Source: an optimization exercise on an open RTL-to-GDS flow (aim: small area and a short achievable clock period). Production flows keep margins and buffers that such runs may drop. In this exercise RTL edits were held to simulation tests only and were not proved equivalent to the original. Power figures rest on the tool's default switching activity, not on a simulated workload.

==> exp/indigo: inputs <==
==> flow/design.v (excerpt) <==
module ALU_TOP (
input  wire [15:0] A ,
input  wire [15:0] B ,
input  wire [3:0]  ALU_FUNC ,
input  wire        CLK ,
output reg  [31:0] Arith_OUT ,
output wire        Carry_OUT ,
output reg         Arith_Flag ,
output reg  [15:0] Logic_OUT ,
output reg         Logic_Flag ,
output reg  [15:0] Shift_OUT ,
output reg         Shift_Flag ,
output reg  [2:0]  CMP_OUT ,
output reg         CMP_Flag
);
wire [3:0] en;
Decoder U0 (.IN(ALU_FUNC[3:2]), .OUT(en));
wire        sub = (en[0] & (ALU_FUNC[1:0] == 2'b01)) | en[2];
wire [15:0] y   = B ^ {16{sub}};
wire [16:0] c;
wire [16:0] s;
assign c[0] = sub;
genvar i;
generate
  for (i = 0; i < 16; i = i + 1) begin : add
    assign s[i]   = A[i] ^ y[i] ^ c[i];
    assign c[i+1] = (A[i] & y[i]) | (A[i] & c[i]) | (y[i] & c[i]);
  end
endgenerate
assign s[16] = c[16];
wire        lt  = ~s[16];
wire        eq  = ~|s[15:0];    
wire [31:0] prod;
wire [15:0] quot;
MUL_UNIT U_MUL (.A(A), .B(B), .P(prod));
DIV_UNIT U_DIV (.A(A), .B(B), .Q(quot));
reg [31:0] arith;
always @(*) begin
  case (ALU_FUNC[1:0])
    2'b00: arith = {15'b0, s};
    2'b01: arith = {{16{lt}}, s[15:0]};
    2'b10: arith = prod;
    default: arith = {16'b0, quot};
  endcase
end
wire [15:0] logic_y, shift_y;
wire [2:0]  cmp_y;
LOGIC_UNIT U_LOGIC (.A(A), .B(B), .F(ALU_FUNC[1:0]), .Y(logic_y));
SHIFT_UNIT U_SHIFT (.A(A), .B(B), .F(ALU_FUNC[1:0]), .Y(shift_y));
CMP_UNIT   U_CMP   (.eq(eq), .lt(lt), .F(ALU_FUNC[1:0]), .Y(cmp_y));
always @(posedge CLK) begin
  Arith_OUT  <= en[0] ? arith : 32'b0;
  Arith_Flag <= en[0];
  Logic_OUT  <= en[1] ? logic_y : 16'b0;
  Logic_Flag <= en[1];
  CMP_OUT    <= en[2] ? cmp_y : 3'b0;
  CMP_Flag   <= en[2];
  Shift_OUT  <= en[3] ? shift_y : 16'b0;
  Shift_Flag <= en[3];
end
assign Carry_OUT = Arith_OUT[16];
endmodule
==> module ALU_TOP, before the edit <==
module ALU_TOP (
input  wire [15:0] A ,
input  wire [15:0] B ,
input  wire [3:0]  ALU_FUNC ,
input  wire        CLK ,
output reg  [31:0] Arith_OUT ,
output wire        Carry_OUT ,
output reg         Arith_Flag ,
output reg  [15:0] Logic_OUT ,
output reg         Logic_Flag ,
output reg  [15:0] Shift_OUT ,
output reg         Shift_Flag ,
output reg  [2:0]  CMP_OUT ,
output reg         CMP_Flag
);
wire [3:0] en;
Decoder U0 (.IN(ALU_FUNC[3:2]), .OUT(en));
wire        sub = (en[0] & (ALU_FUNC[1:0] == 2'b01)) | en[2];
wire [15:0] y   = B ^ {16{sub}};
wire [16:0] c;
wire [16:0] s;
assign c[0] = sub;
genvar i;
generate
  for (i = 0; i < 16; i = i + 1) begin : add
    assign s[i]   = A[i] ^ y[i] ^ c[i];
    assign c[i+1] = (A[i] & y[i]) | (A[i] & c[i]) | (y[i] & c[i]);
  end
endgenerate
assign s[16] = c[16];
wire        lt  = ~s[16];
wire        eq  = ~|s[15:0];    
wire [31:0] prod;
wire [15:0] quot;
MUL_UNIT U_MUL (.A(A), .B(B), .P(prod));
DIV_UNIT U_DIV (.A(A), .B(B), .Q(quot));
reg [31:0] arith;
always @(*) begin
  case (ALU_FUNC[1:0])
    2'b00: arith = {15'b0, s};
    2'b01: arith = {{16{lt}}, s[15:0]};
    2'b10: arith = prod;
    default: arith = {16'b0, quot};
  endcase
end
wire [15:0] logic_y, shift_y;
wire [2:0]  cmp_y;
LOGIC_UNIT U_LOGIC (.A(A), .B(B), .F(ALU_FUNC[1:0]), .Y(logic_y));
SHIFT_UNIT U_SHIFT (.A(A), .B(B), .F(ALU_FUNC[1:0]), .Y(shift_y));
CMP_UNIT   U_CMP   (.eq(eq), .lt(lt), .F(ALU_FUNC[1:0]), .Y(cmp_y));
always @(posedge CLK) begin
  Arith_OUT  <= en[0] ? arith : 32'b0;
  Arith_Flag <= en[0];
  Logic_OUT  <= en[1] ? logic_y : 16'b0;
  Logic_Flag <= en[1];
  CMP_OUT    <= en[2] ? cmp_y : 3'b0;
  CMP_Flag   <= en[2];
  Shift_OUT  <= en[3] ? shift_y : 16'b0;
  Shift_Flag <= en[3];
end
assign Carry_OUT = Arith_OUT[16];
endmodule
==> flow/config.mk <==
export PLATFORM = sky130hd
export DESIGN_NAME = ALU_TOP
export DESIGN_NICKNAME = ALU_TOP
export VERILOG_FILES = /design/flow/design.v
export SDC_FILE = /design/flow/constraint.sdc
export NUM_CORES = 4
export LEC_CHECK = 0
export ABC_AREA = 1
export CAP_MARGIN = 20
export CORE_MARGIN = 2
export CORE_UTILIZATION = 40
export SLEW_MARGIN = 20
==> flow/constraint.sdc <==
create_clock -name core_clock -period 105.0 [get_ports {CLK}]
set_input_delay 21.0000 -clock core_clock [delete_from_list [all_inputs] [get_ports {CLK}]]
set_output_delay 21.0000 -clock core_clock [all_outputs]
set_load 0.01 [all_outputs]
standard.sh (not shown) runs the stock make flow with config.mk's settings and CLKGATE_MAP_FILE= SYNTH_SCRIPT=/design/flow/synth_recipe.tcl, a recipe that flattens the netlist after the stock synthesis.
==> flow/flow/run.sh <==
#!/bin/bash
# Layout flow: the standard synthesis, then the combinational logic is
# re-mapped (full-adder polarity chosen to save inverters, other cells
# re-mapped by ABC; flip-flops untouched), proven equivalent to the standard
# netlist, and laid out by the standard flow with small port buffers.
set -euo pipefail
F=$PWD/flow
source $F/params.sh
R=$PWD/orfs/results/sky130hd/ALU_TOP/base
export LIB=$FLOW_HOME/platforms/sky130hd/lib/sky130_fd_sc_hd__tt_025C_1v80.lib
export YOSYS=$(command -v yosys || echo /OpenROAD-flow-scripts/tools/install/yosys/bin/yosys)
export YOSYS_ABC=$(command -v yosys-abc || echo $(dirname $YOSYS)/yosys-abc)

bash standard.sh synth > synth.log 2>&1
cp $R/1_2_yosys.v std_synth.v
python3 $F/fixinv.py std_synth.v fixinv1.v $SOFTEN > fixinv1.log 2>&1
RS_IN=$PWD/fixinv1.v RS_OUT=$PWD/resynth.v RS_LIB=$LIB RS_SCRIPT=$F/$ABC_SCRIPT \
  RS_DONT_USE="$(cat $F/dont_use.txt)" RS_CONSTR=$F/abc.constr \
  $YOSYS -c $F/resynth.tcl > resynth.log 2>&1
python3 $F/fixinv.py resynth.v fixinv2.v > fixinv2.log 2>&1
if bash $F/equiv.sh std_synth.v fixinv2.v $PWD/equiv > equiv.log 2>&1; then
  echo "re-mapped netlist proven equivalent" >> equiv.log
  cp fixinv2.v $R/1_2_yosys.v
  rm -f $R/1_synth.odb $R/1_synth.sdc
else
  echo "equivalence not proven: keeping the standard netlist" >> equiv.log
fi
bash standard.sh "${EXTRA[@]}" finish > layout.log 2>&1
==> flow/flow/fixinv.py <==
#!/usr/bin/env python3
"""Re-choose the polarity of sky130 full adders in a Yosys netlist to need
fewer inverters.

A full adder is self-dual: FA(~a,~b,~c) = (~sum, ~cout).  Each fa cell may be
used in either polarity; a local search picks the polarities that need the
fewest inverters, then every inv_1 (except ones driving ports) is rebuilt:
at most one inverter per signal.  The logic function is unchanged and
flip-flops are not touched.
Usage: fixinv.py IN.v OUT.v
"""
import re, sys, random

OUTPINS = {"X", "Y", "Q", "Q_N", "SUM", "COUT", "HI", "LO"}
INV = "sky130_fd_sc_hd__inv_1"
FA = "sky130_fd_sc_hd__fa_1"

src = open(sys.argv[1]).read()
m = re.search(r"^\s*sky130_fd_sc_hd__\w+\s", src, re.M)
head = src[:m.start()]
body = src[m.start():src.rindex("endmodule")]
if re.search(r"^\s*assign\s", body, re.M):
    sys.exit("fixinv: assign statements in the cell list are not handled")
inst_re = re.compile(r"(sky130_fd_sc_hd__\w+)\s+(\\\S+\s|\S+)\s*\((.*?)\);", re.S)
pin_re = re.compile(r"\.(\w+)\(\s*(.*?)\s*\)\s*(?:,|$)", re.S)
insts = {}
for t, n, pins in inst_re.findall(body):
    insts[n.strip()] = [t, {p: net.strip() for p, net in pin_re.findall(pins)}]
ports = set()
for d, rng, names in re.findall(r"^\s*(input|output|inout)\s+(\[[^\]]+\]\s+)?([^;]+);", head, re.M):
    for nm in names.split(","):
        nm = nm.strip()
        ports.add(nm)
        if rng:
            hi, lo = map(int, re.findall(r"-?\d+", rng))
            for i in range(min(hi, lo), max(hi, lo) + 1):
                ports.add(f"{nm}[{i}]")

drv = {}
for n, (t, pins) in insts.items():
    for p, net in pins.items():
        if p in OUTPINS:
            drv[net] = (n, p)
# inverters that may be rebuilt: inv_1 not driving a port
free_inv = {n for n, (t, pins) in insts.items() if t == INV and pins["Y"] not in ports}
def base_of(net):
    par = 0
    seen = 0
    while net in drv and drv[net][0] in free_inv and seen < 100:
        net = insts[drv[net][0]][1]["A"]
        par ^= 1
        seen += 1
    return net, par
fas = [n for n, (t, _) in insts.items() if t == FA]
fa_idx = {n: i for i, n in enumerate(fas)}
# source variable of each base signal
src_var = {}
for n in fas:
    for p in ("SUM", "COUT"):
        src_var[insts[n][1][p]] = fa_idx[n]
# fas whose outputs reach ports keep their polarity
fixed = set()
# consumers: list of (base, parity, fa index or None, inst, pin)
cons = {}
for n, (t, pins) in insts.items():
    if n in free_inv:
        continue
    for p, net in pins.items():
        if p in OUTPINS:
            continue
        b, par = base_of(net)
        v = fa_idx[n] if t == FA else None
        cons.setdefault(b, []).append((par, v, n, p))
for net in ports:
    if net in drv or net in src_var:
        b, par = base_of(net)
        if b in src_var:
            fixed.add(src_var[b])
x = [0] * len(fas)
def sig_cost(b):
    sp = x[src_var[b]] if b in src_var else 0
    for par, v, _, _ in cons.get(b, ()):
        w = par ^ (x[v] if v is not None else 0)
        if w != sp:
            return 1
    return 0
# signals touched by each fa
touch = [set() for _ in fas]
for b, cl in cons.items():
    for _, v, _, _ in cl:
        if v is not None:
            touch[v].add(b)
for b, v in src_var.items():
    touch[v].add(b)
def total():
    return sum(sig_cost(b) for b in cons)
start = total()
best_x, best = list(x), start
cur = start
rng = random.Random(1)
T = 1.0
for step in range(200000 if fas else 0):
    i = rng.randrange(len(fas))
    if i in fixed:
        continue
    before = sum(sig_cost(b) for b in touch[i])
    x[i] ^= 1
    d = sum(sig_cost(b) for b in touch[i]) - before
    if d <= 0 or rng.random() < pow(2.718, -d / T):
        cur += d
        if cur < best:
            best, best_x = cur, list(x)
    else:
        x[i] ^= 1
    T = max(0.05, T * 0.99997)
x = best_x
sys.stderr.write(f"fixinv: signals needing an inverter {start} -> {total()} "
                 f"({sum(x)} of {len(fas)} full adders flipped; {len(free_inv)} inverters before)\n")
# rebuild
for n in free_inv:
    del insts[n]
cnt = [0]
inv_net = {}
new_wires = []
for b, cl in cons.items():
    sp = x[src_var[b]] if b in src_var else 0
    for par, v, n, p in cl:
        w = par ^ (x[v] if v is not None else 0)
        if w == sp:
            insts[n][1][p] = b
        else:
            if b not in inv_net:
                cnt[0] += 1
                y = f"_fixinv_n{cnt[0]}_"
                new_wires.append(y)
                insts[f"_fixinv_i{cnt[0]}_"] = [INV, {"A": b, "Y": y}]
                inv_net[b] = y
            insts[n][1][p] = inv_net[b]
sys.stderr.write(f"fixinv: inverters now {sum(1 for t, _ in insts.values() if t == INV)}\n")
SOFT = "--soften" in sys.argv
soft_def = ""
if SOFT:
    # full adders whose carry feeds logic other than full adders are handed
    # back to ABC (as plain logic) so it can restructure those paths
    drv2, loads2 = {}, {}
    for n, (t, pins) in insts.items():
        for p, net in pins.items():
            if p in OUTPINS: drv2[net] = n
            else: loads2.setdefault(net, []).append(n)
    def fa_only(net):
        for ln in loads2.get(net, []):
            t = insts[ln][0]
            if t == FA: continue
            if t == INV and all(insts[l2][0] == FA for l2 in loads2.get(insts[ln][1]["Y"], [])): continue
            return False
        return True
    nsoft = 0
    for n, (t, pins) in list(insts.items()):
        if t == FA and ("--soften-all" in sys.argv or not fa_only(pins["COUT"])
                        or ("--soften-sum" in sys.argv and not fa_only(pins["SUM"]))):
            insts[n][0] = "fa_soft"; nsoft += 1
    sys.stderr.write(f"fixinv: {nsoft} full adders handed back as logic\n")
    soft_def = """
module fa_soft (A, B, CIN, SUM, COUT);
  input A, B, CIN;
  output SUM, COUT;
  assign SUM = A ^ B ^ CIN;
  assign COUT = (A & B) | (A & CIN) | (B & CIN);
endmodule
"""
out = [head.rstrip("\n") + "\n"]
for w in new_wires:
    out.append(f"  wire {w};\n")
for n, (t, pins) in insts.items():
    esc = lambda s: s + " " if s.startswith("\\") else s
    pl = ",\n".join(f"    .{p}({esc(net)})" for p, net in pins.items())
    out.append(f"  {t} {esc(n)} (\n{pl}\n  );\n")
out.append("endmodule\n")
out.append(soft_def)
open(sys.argv[2], "w").write("".join(out))
==> flow/flow/params.sh <==
ABC_SCRIPT=resynth.abc
SOFTEN="--soften"
EXTRA=("BUFFER_PORTS_ARGS=-buffer_cell sky130_fd_sc_hd__buf_1" "SETUP_SLACK_MARGIN=72.5" "TNS_END_PERCENT=10")
Other scripts of this flow, unchanged in this note and not shown: flow/flow/abc.constr, flow/flow/cutff.py, flow/flow/dont_use.txt, flow/flow/equiv.sh, flow/flow/resynth.abc, flow/flow/resynth.tcl
==> exp/nickel (differences from exp/indigo) <==
==> flow/flow/params.sh (replaced) <==
ABC_SCRIPT=resynth.abc
SOFTEN="--soften"
EXTRA=("BUFFER_PORTS_ARGS=-buffer_cell sky130_fd_sc_hd__buf_1")
==> exp/xenon (differences from exp/indigo) <==
--- a/flow/design.v
+++ b/flow/design.v
@@ -2462,5 +2462,5 @@
 assign s[16] = c[16];
 wire        lt  = ~s[16];
-wire        eq  = ~|s[15:0];    
+wire        eq  = (A == B);
 wire [31:0] prod;
 wire [15:0] quot;
--- a/flow/flow/fixinv.py
+++ b/flow/flow/fixinv.py
@@ -157,6 +157,5 @@
     nsoft = 0
     for n, (t, pins) in list(insts.items()):
-        if t == FA and ("--soften-all" in sys.argv or not fa_only(pins["COUT"])
-                        or ("--soften-sum" in sys.argv and not fa_only(pins["SUM"]))):
+        if t == FA and ("--soften-all" in sys.argv or not fa_only(pins["COUT"])):
             insts[n][0] = "fa_soft"; nsoft += 1
     sys.stderr.write(f"fixinv: {nsoft} full adders handed back as logic\n")
==> flow/flow/params.sh (replaced) <==
ABC_SCRIPT=resynth.abc
SOFTEN="--soften"
EXTRA=("BUFFER_PORTS_ARGS=-buffer_cell sky130_fd_sc_hd__buf_1")
--- a/flow/config.mk
+++ b/flow/config.mk
@@ -9,4 +9,5 @@
 export CAP_MARGIN = 20
 export CORE_MARGIN = 2
-export CORE_UTILIZATION = 40
+export CORE_UTILIZATION = 55
+export CTS_BUF_LIST = sky130_fd_sc_hd__clkbuf_4 sky130_fd_sc_hd__clkbuf_8
 export SLEW_MARGIN = 20
==> qor summary <==
quantity                                                  exp/nickel       exp/xenon      exp/indigo
Number of buffers inserted to repair setup after CTS               0               0               8
Sw power                                                      191 µW          185 µW          197 µW
Status                                                finished clean  finished clean  finished clean
DRT Pass-1 Iters                                                   5               6               7
Rel. slew slack                                                27.3%           28.4%           23.9%
Cell Area, Synth                                          0.0167 mm²      0.0174 mm²      0.0167 mm²
Fraction of power consumed by sequential logic                  9.2%            9.7%            8.9%
Antenna violations before repair                                   1               0               1
Arrival time worst endpoint                                 34030 ps        32990 ps        32210 ps
Average size of a mapped cell                               6.29 µm²        6.30 µm²        6.29 µm²
Multi-input combinational cell area                       0.0140 mm²      0.0144 mm²      0.0149 mm²
Max Clock Freq                                            0.0296 GHz      0.0306 GHz      0.0313 GHz
Final instance count without filler cells                       3363            3333            3482
WP buf/inv                                                        10              15              12

==> inputs of job 687 <==
Another version of the RTL of ALU_TOP (not shown whole).
==> module ALU_TOP, before the edit <==
module ALU_TOP (
input  wire [15:0] A ,
input  wire [15:0] B ,
input  wire [3:0]  ALU_FUNC ,
input  wire        CLK ,
output reg  [31:0] Arith_OUT ,
output reg         Carry_OUT ,
output reg         Arith_Flag ,
output reg  [15:0] Logic_OUT ,
output reg         Logic_Flag ,
output reg  [15:0] Shift_OUT ,
output reg         Shift_Flag ,
output reg  [2:0]  CMP_OUT ,
output reg         CMP_Flag
);
wire [3:0] en;
Decoder U0 (.IN(ALU_FUNC[3:2]), .OUT(en));
wire        sub = (en[0] & (ALU_FUNC[1:0] == 2'b01)) | en[2];
wire [15:0] y   = B ^ {16{sub}};
wire [16:0] c;
wire [16:0] s;
assign c[0] = sub;
genvar i;
generate
  for (i = 0; i < 16; i = i + 1) begin : add
    assign s[i]   = A[i] ^ y[i] ^ c[i];
    assign c[i+1] = (A[i] & y[i]) | (A[i] & c[i]) | (y[i] & c[i]);
  end
endgenerate
assign s[16] = c[16];
wire        lt  = ~s[16];
wire        eq  = (A == B);
wire [31:0] prod;
wire [15:0] quot;
MUL_UNIT U_MUL (.A(A), .B(B), .P(prod));
DIV_UNIT U_DIV (.A(A), .B(B), .Q(quot));
reg [31:0] arith;
always @(*) begin
  case (ALU_FUNC[1:0])
    2'b00: arith = {15'b0, s};
    2'b01: arith = {{16{lt}}, s[15:0]};
    2'b10: arith = prod;
    default: arith = {16'b0, quot};
  endcase
end
wire [15:0] logic_y, shift_y;
wire [2:0]  cmp_y;
LOGIC_UNIT U_LOGIC (.A(A), .B(B), .F(ALU_FUNC[1:0]), .Y(logic_y));
SHIFT_UNIT U_SHIFT (.A(A), .B(B), .F(ALU_FUNC[1:0]), .Y(shift_y));
CMP_UNIT   U_CMP   (.eq(eq), .lt(lt), .F(ALU_FUNC[1:0]), .Y(cmp_y));
always @(posedge CLK) begin
  Arith_OUT  <= en[0] ? arith : 32'b0;
  Carry_OUT  <= en[0] & arith[16];
  Arith_Flag <= en[0];
  Logic_OUT  <= en[1] ? logic_y : 16'b0;
  Logic_Flag <= en[1];
  CMP_OUT    <= en[2] ? cmp_y : 3'b0;
  CMP_Flag   <= en[2];
  Shift_OUT  <= en[3] ? shift_y : 16'b0;
  Shift_Flag <= en[3];
end
endmodule
clock: 105.0 ns
lec_check: 0
abc_area: 1
cap_margin: 20
core_margin: 2
core_utilization: 40
slew_margin: 20
==> flow/flow/run.sh <==
#!/bin/bash
# Layout flow: the standard synthesis, then the combinational logic is
# re-mapped (full-adder polarity chosen to save inverters, other cells
# re-mapped by ABC; flip-flops untouched), proven equivalent to the standard
# netlist, and laid out by the standard flow with small port buffers.
set -euo pipefail
F=$PWD/flow
source $F/params.sh
R=$PWD/orfs/results/sky130hd/ALU_TOP/base
export LIB=$FLOW_HOME/platforms/sky130hd/lib/sky130_fd_sc_hd__tt_025C_1v80.lib
export YOSYS=$(command -v yosys || echo /OpenROAD-flow-scripts/tools/install/yosys/bin/yosys)
export YOSYS_ABC=$(command -v yosys-abc || echo $(dirname $YOSYS)/yosys-abc)

bash standard.sh synth > synth.log 2>&1
cp $R/1_2_yosys.v std_synth.v
python3 $F/fixinv.py std_synth.v fixinv1.v > fixinv1.log 2>&1
RS_IN=$PWD/fixinv1.v RS_OUT=$PWD/resynth.v RS_LIB=$LIB RS_SCRIPT=$F/$ABC_SCRIPT \
  RS_DONT_USE="$(cat $F/dont_use.txt)" RS_CONSTR=$F/abc.constr \
  $YOSYS -c $F/resynth.tcl > resynth.log 2>&1
python3 $F/fixinv.py resynth.v fixinv2.v > fixinv2.log 2>&1
if bash $F/equiv.sh std_synth.v fixinv2.v $PWD/equiv > equiv.log 2>&1; then
  echo "re-mapped netlist proven equivalent" >> equiv.log
  cp fixinv2.v $R/1_2_yosys.v
  rm -f $R/1_synth.odb $R/1_synth.sdc
else
  echo "equivalence not proven: keeping the standard netlist" >> equiv.log
fi
bash standard.sh "${EXTRA[@]}" finish > layout.log 2>&1
==> flow/flow/fixinv.py <==
#!/usr/bin/env python3
"""Re-choose the polarity of sky130 full adders in a Yosys netlist to need
fewer inverters.

A full adder is self-dual: FA(~a,~b,~c) = (~sum, ~cout).  Each fa cell may be
used in either polarity; a local search picks the polarities that need the
fewest inverters, then every inv_1 (except ones driving ports) is rebuilt:
at most one inverter per signal.  The logic function is unchanged and
flip-flops are not touched.
Usage: fixinv.py IN.v OUT.v
"""
import re, sys, random

OUTPINS = {"X", "Y", "Q", "Q_N", "SUM", "COUT", "HI", "LO"}
INV = "sky130_fd_sc_hd__inv_1"
FA = "sky130_fd_sc_hd__fa_1"

src = open(sys.argv[1]).read()
m = re.search(r"^\s*sky130_fd_sc_hd__\w+\s", src, re.M)
head = src[:m.start()]
body = src[m.start():src.rindex("endmodule")]
if re.search(r"^\s*assign\s", body, re.M):
    sys.exit("fixinv: assign statements in the cell list are not handled")
inst_re = re.compile(r"(sky130_fd_sc_hd__\w+)\s+(\\\S+\s|\S+)\s*\((.*?)\);", re.S)
pin_re = re.compile(r"\.(\w+)\(\s*(.*?)\s*\)\s*(?:,|$)", re.S)
insts = {}
for t, n, pins in inst_re.findall(body):
    insts[n.strip()] = [t, {p: net.strip() for p, net in pin_re.findall(pins)}]
ports = set()
for d, rng, names in re.findall(r"^\s*(input|output|inout)\s+(\[[^\]]+\]\s+)?([^;]+);", head, re.M):
    for nm in names.split(","):
        nm = nm.strip()
        ports.add(nm)
        if rng:
            hi, lo = map(int, re.findall(r"-?\d+", rng))
            for i in range(min(hi, lo), max(hi, lo) + 1):
                ports.add(f"{nm}[{i}]")

drv = {}
for n, (t, pins) in insts.items():
    for p, net in pins.items():
        if p in OUTPINS:
            drv[net] = (n, p)
# inverters that may be rebuilt: inv_1 not driving a port
free_inv = {n for n, (t, pins) in insts.items() if t == INV and pins["Y"] not in ports}
def base_of(net):
    par = 0
    seen = 0
    while net in drv and drv[net][0] in free_inv and seen < 100:
        net = insts[drv[net][0]][1]["A"]
        par ^= 1
        seen += 1
    return net, par
fas = [n for n, (t, _) in insts.items() if t == FA]
fa_idx = {n: i for i, n in enumerate(fas)}
# source variable of each base signal
src_var = {}
for n in fas:
    for p in ("SUM", "COUT"):
        src_var[insts[n][1][p]] = fa_idx[n]
# fas whose outputs reach ports keep their polarity
fixed = set()
# consumers: list of (base, parity, fa index or None, inst, pin)
cons = {}
for n, (t, pins) in insts.items():
    if n in free_inv:
        continue
    for p, net in pins.items():
        if p in OUTPINS:
            continue
        b, par = base_of(net)
        v = fa_idx[n] if t == FA else None
        cons.setdefault(b, []).append((par, v, n, p))
for net in ports:
    if net in drv or net in src_var:
        b, par = base_of(net)
        if b in src_var:
            fixed.add(src_var[b])
x = [0] * len(fas)
def sig_cost(b):
    sp = x[src_var[b]] if b in src_var else 0
    for par, v, _, _ in cons.get(b, ()):
        w = par ^ (x[v] if v is not None else 0)
        if w != sp:
            return 1
    return 0
# signals touched by each fa
touch = [set() for _ in fas]
for b, cl in cons.items():
    for _, v, _, _ in cl:
        if v is not None:
            touch[v].add(b)
for b, v in src_var.items():
    touch[v].add(b)
def total():
    return sum(sig_cost(b) for b in cons)
start = total()
best_x, best = list(x), start
cur = start
rng = random.Random(1)
T = 1.0
for step in range(200000):
    i = rng.randrange(len(fas))
    if i in fixed:
        continue
    before = sum(sig_cost(b) for b in touch[i])
    x[i] ^= 1
    d = sum(sig_cost(b) for b in touch[i]) - before
    if d <= 0 or rng.random() < pow(2.718, -d / T):
        cur += d
        if cur < best:
            best, best_x = cur, list(x)
    else:
        x[i] ^= 1
    T = max(0.05, T * 0.99997)
x = best_x
sys.stderr.write(f"fixinv: signals needing an inverter {start} -> {total()} "
                 f"({sum(x)} of {len(fas)} full adders flipped; {len(free_inv)} inverters before)\n")
# rebuild
for n in free_inv:
    del insts[n]
cnt = [0]
inv_net = {}
new_wires = []
for b, cl in cons.items():
    sp = x[src_var[b]] if b in src_var else 0
    for par, v, n, p in cl:
        w = par ^ (x[v] if v is not None else 0)
        if w == sp:
            insts[n][1][p] = b
        else:
            if b not in inv_net:
                cnt[0] += 1
                y = f"_fixinv_n{cnt[0]}_"
                new_wires.append(y)
                insts[f"_fixinv_i{cnt[0]}_"] = [INV, {"A": b, "Y": y}]
                inv_net[b] = y
            insts[n][1][p] = inv_net[b]
sys.stderr.write(f"fixinv: inverters now {sum(1 for t, _ in insts.values() if t == INV)}\n")
out = [head.rstrip("\n") + "\n"]
for w in new_wires:
    out.append(f"  wire {w};\n")
for n, (t, pins) in insts.items():
    esc = lambda s: s + " " if s.startswith("\\") else s
    pl = ",\n".join(f"    .{p}({esc(net)})" for p, net in pins.items())
    out.append(f"  {t} {esc(n)} (\n{pl}\n  );\n")
out.append("endmodule\n")
open(sys.argv[2], "w").write("".join(out))
==> flow/flow/params.sh <==
ABC_SCRIPT=resynth.abc
EXTRA=("BUFFER_PORTS_ARGS=-buffer_cell sky130_fd_sc_hd__buf_1")
Other scripts of this flow, unchanged in this note and not shown: flow/flow/abc.constr, flow/flow/cutff.py, flow/flow/dont_use.txt, flow/flow/equiv.sh, flow/flow/resynth.abc, flow/flow/resynth.tcl
==> job 6070 (differences from job 687) <==
--- a/flow/design.v
+++ b/flow/design.v
@@ -2438,3 +2438,3 @@
 output reg  [31:0] Arith_OUT ,
-output reg         Carry_OUT ,
+output wire        Carry_OUT ,
 output reg         Arith_Flag ,
@@ -2484,3 +2484,2 @@
   Arith_OUT  <= en[0] ? arith : 32'b0;
-  Carry_OUT  <= en[0] & arith[16];
   Arith_Flag <= en[0];
@@ -2493,2 +2492,3 @@
 end
+assign Carry_OUT = Arith_OUT[16];
 endmodule
--- a/flow/flow/run.sh
+++ b/flow/flow/run.sh
@@ -15,3 +15,3 @@
 cp $R/1_2_yosys.v std_synth.v
-python3 $F/fixinv.py std_synth.v fixinv1.v > fixinv1.log 2>&1
+python3 $F/fixinv.py std_synth.v fixinv1.v $SOFTEN > fixinv1.log 2>&1
 RS_IN=$PWD/fixinv1.v RS_OUT=$PWD/resynth.v RS_LIB=$LIB RS_SCRIPT=$F/$ABC_SCRIPT \
--- a/flow/flow/fixinv.py
+++ b/flow/flow/fixinv.py
@@ -101,3 +101,3 @@
 T = 1.0
-for step in range(200000):
+for step in range(200000 if fas else 0):
     i = rng.randrange(len(fas))
@@ -139,2 +139,32 @@
 sys.stderr.write(f"fixinv: inverters now {sum(1 for t, _ in insts.values() if t == INV)}\n")
+SOFT = "--soften" in sys.argv
+soft_def = ""
+if SOFT:
+    # full adders whose carry feeds logic other than full adders are handed
+    # back to ABC (as plain logic) so it can restructure those paths
+    drv2, loads2 = {}, {}
+    for n, (t, pins) in insts.items():
+        for p, net in pins.items():
+            if p in OUTPINS: drv2[net] = n
+            else: loads2.setdefault(net, []).append(n)
+    def fa_only(net):
+        for ln in loads2.get(net, []):
+            t = insts[ln][0]
+            if t == FA: continue
+            if t == INV and all(insts[l2][0] == FA for l2 in loads2.get(insts[ln][1]["Y"], [])): continue
+            return False
+        return True
+    nsoft = 0
+    for n, (t, pins) in list(insts.items()):
+        if t == FA and ("--soften-all" in sys.argv or not fa_only(pins["COUT"])):
+            insts[n][0] = "fa_soft"; nsoft += 1
+    sys.stderr.write(f"fixinv: {nsoft} full adders handed back as logic\n")
+    soft_def = """
+module fa_soft (A, B, CIN, SUM, COUT);
+  input A, B, CIN;
+  output SUM, COUT;
+  assign SUM = A ^ B ^ CIN;
+  assign COUT = (A & B) | (A & CIN) | (B & CIN);
+endmodule
+"""
 out = [head.rstrip("\n") + "\n"]
@@ -147,2 +177,3 @@
 out.append("endmodule\n")
+out.append(soft_def)
 open(sys.argv[2], "w").write("".join(out))
==> flow/flow/params.sh (replaced) <==
ABC_SCRIPT=resynth.abc
SOFTEN="--soften --soften-all"
EXTRA=("BUFFER_PORTS_ARGS=-buffer_cell sky130_fd_sc_hd__buf_1")
CTS_BUF_LIST = sky130_fd_sc_hd__clkbuf_4 sky130_fd_sc_hd__clkbuf_8   (was default)
==> notes.md <==
Global Route met2 Usage: job 6070 0.467; job 687 0.523
Wire length on met3: job 6070 5290 µm; job 687 5720 µm
Vias per std cell: job 6070 5.68; job 687 5.69
Antenna fix cells: job 6070 1; job 687 0
Result of the run: job 6070 no timing/DRC/antenna violations; job 687 no timing/DRC/antenna violations
Area of the multi-input gates: job 6070 0.0160 mm²; job 687 0.0146 mm²
Setup slack after placement: job 6070 67.15 ns; job 687 71.52 ns
Count of inverters other than clock inverters in the layout: job 6070 376; job 687 358
Placed instance count: job 6070 3162; job 687 3334
Met1 usage in global routing: job 6070 0.375; job 687 0.425
Combinational Power: job 6070 0.640 mW; job 687 0.285 mW
Die Span Y: job 6070 223 µm; job 687 213 µm
GRT Total Usage: job 6070 0.285; job 687 0.323
Area of the die: job 6070 0.0496 mm²; job 687 0.0453 mm²
Buffer type at the clock tree root: job 6070 clkbuf_8; job 687 clkbuf_16
Gate count of the mapped netlist: job 6070 2471; job 687 2599

==> port drivers added, routing unchanged <==
Ports are ideal in the flow. The routed layouts listed here were re-timed in OpenROAD.
Step 1, drivers: a clkbuf_16 drives CLK and a buf_2 each remaining input, both assumed.
Step 2 times the ports against the registers' clock, not the clock port: input delays grow and output delays shrink by t, the midpoint of the rising clock arrivals with the driver on.
a / b / c = ideal ports / drivers / drivers and shift; a / b = the first two.
run | shift t [ns] | setup WS [ns] | hold WS [ns] | worst setup path at the end | pins driven straight from the clock port
exp/indigo | 0.400 | 73.066 / 73.093 / 72.693 | 20.969 / 20.947 / 21.347 | input to register | 1
exp/nickel | 0.398 | 71.247 / 71.275 / 70.877 | 20.974 / 20.952 / 21.350 | input to register | 1
exp/xenon | 0.440 | 72.318 / 72.341 / 71.901 | 20.937 / 20.918 / 21.357 | input to register | 1
job 687 | 0.407 | 71.703 / 71.725 / 71.318 | 20.946 / 20.927 / 21.335 | input to register | 1
job 6070 | 0.442 | 67.223 / 67.241 / 66.800 | 20.958 / 20.938 / 21.380 | input to register | 1
After both steps setup and hold are still met in every run listed. For job 6070, which loses most, drivers alone change the setup slack by +0.018 ns; drivers and shift together by -0.423 ns.
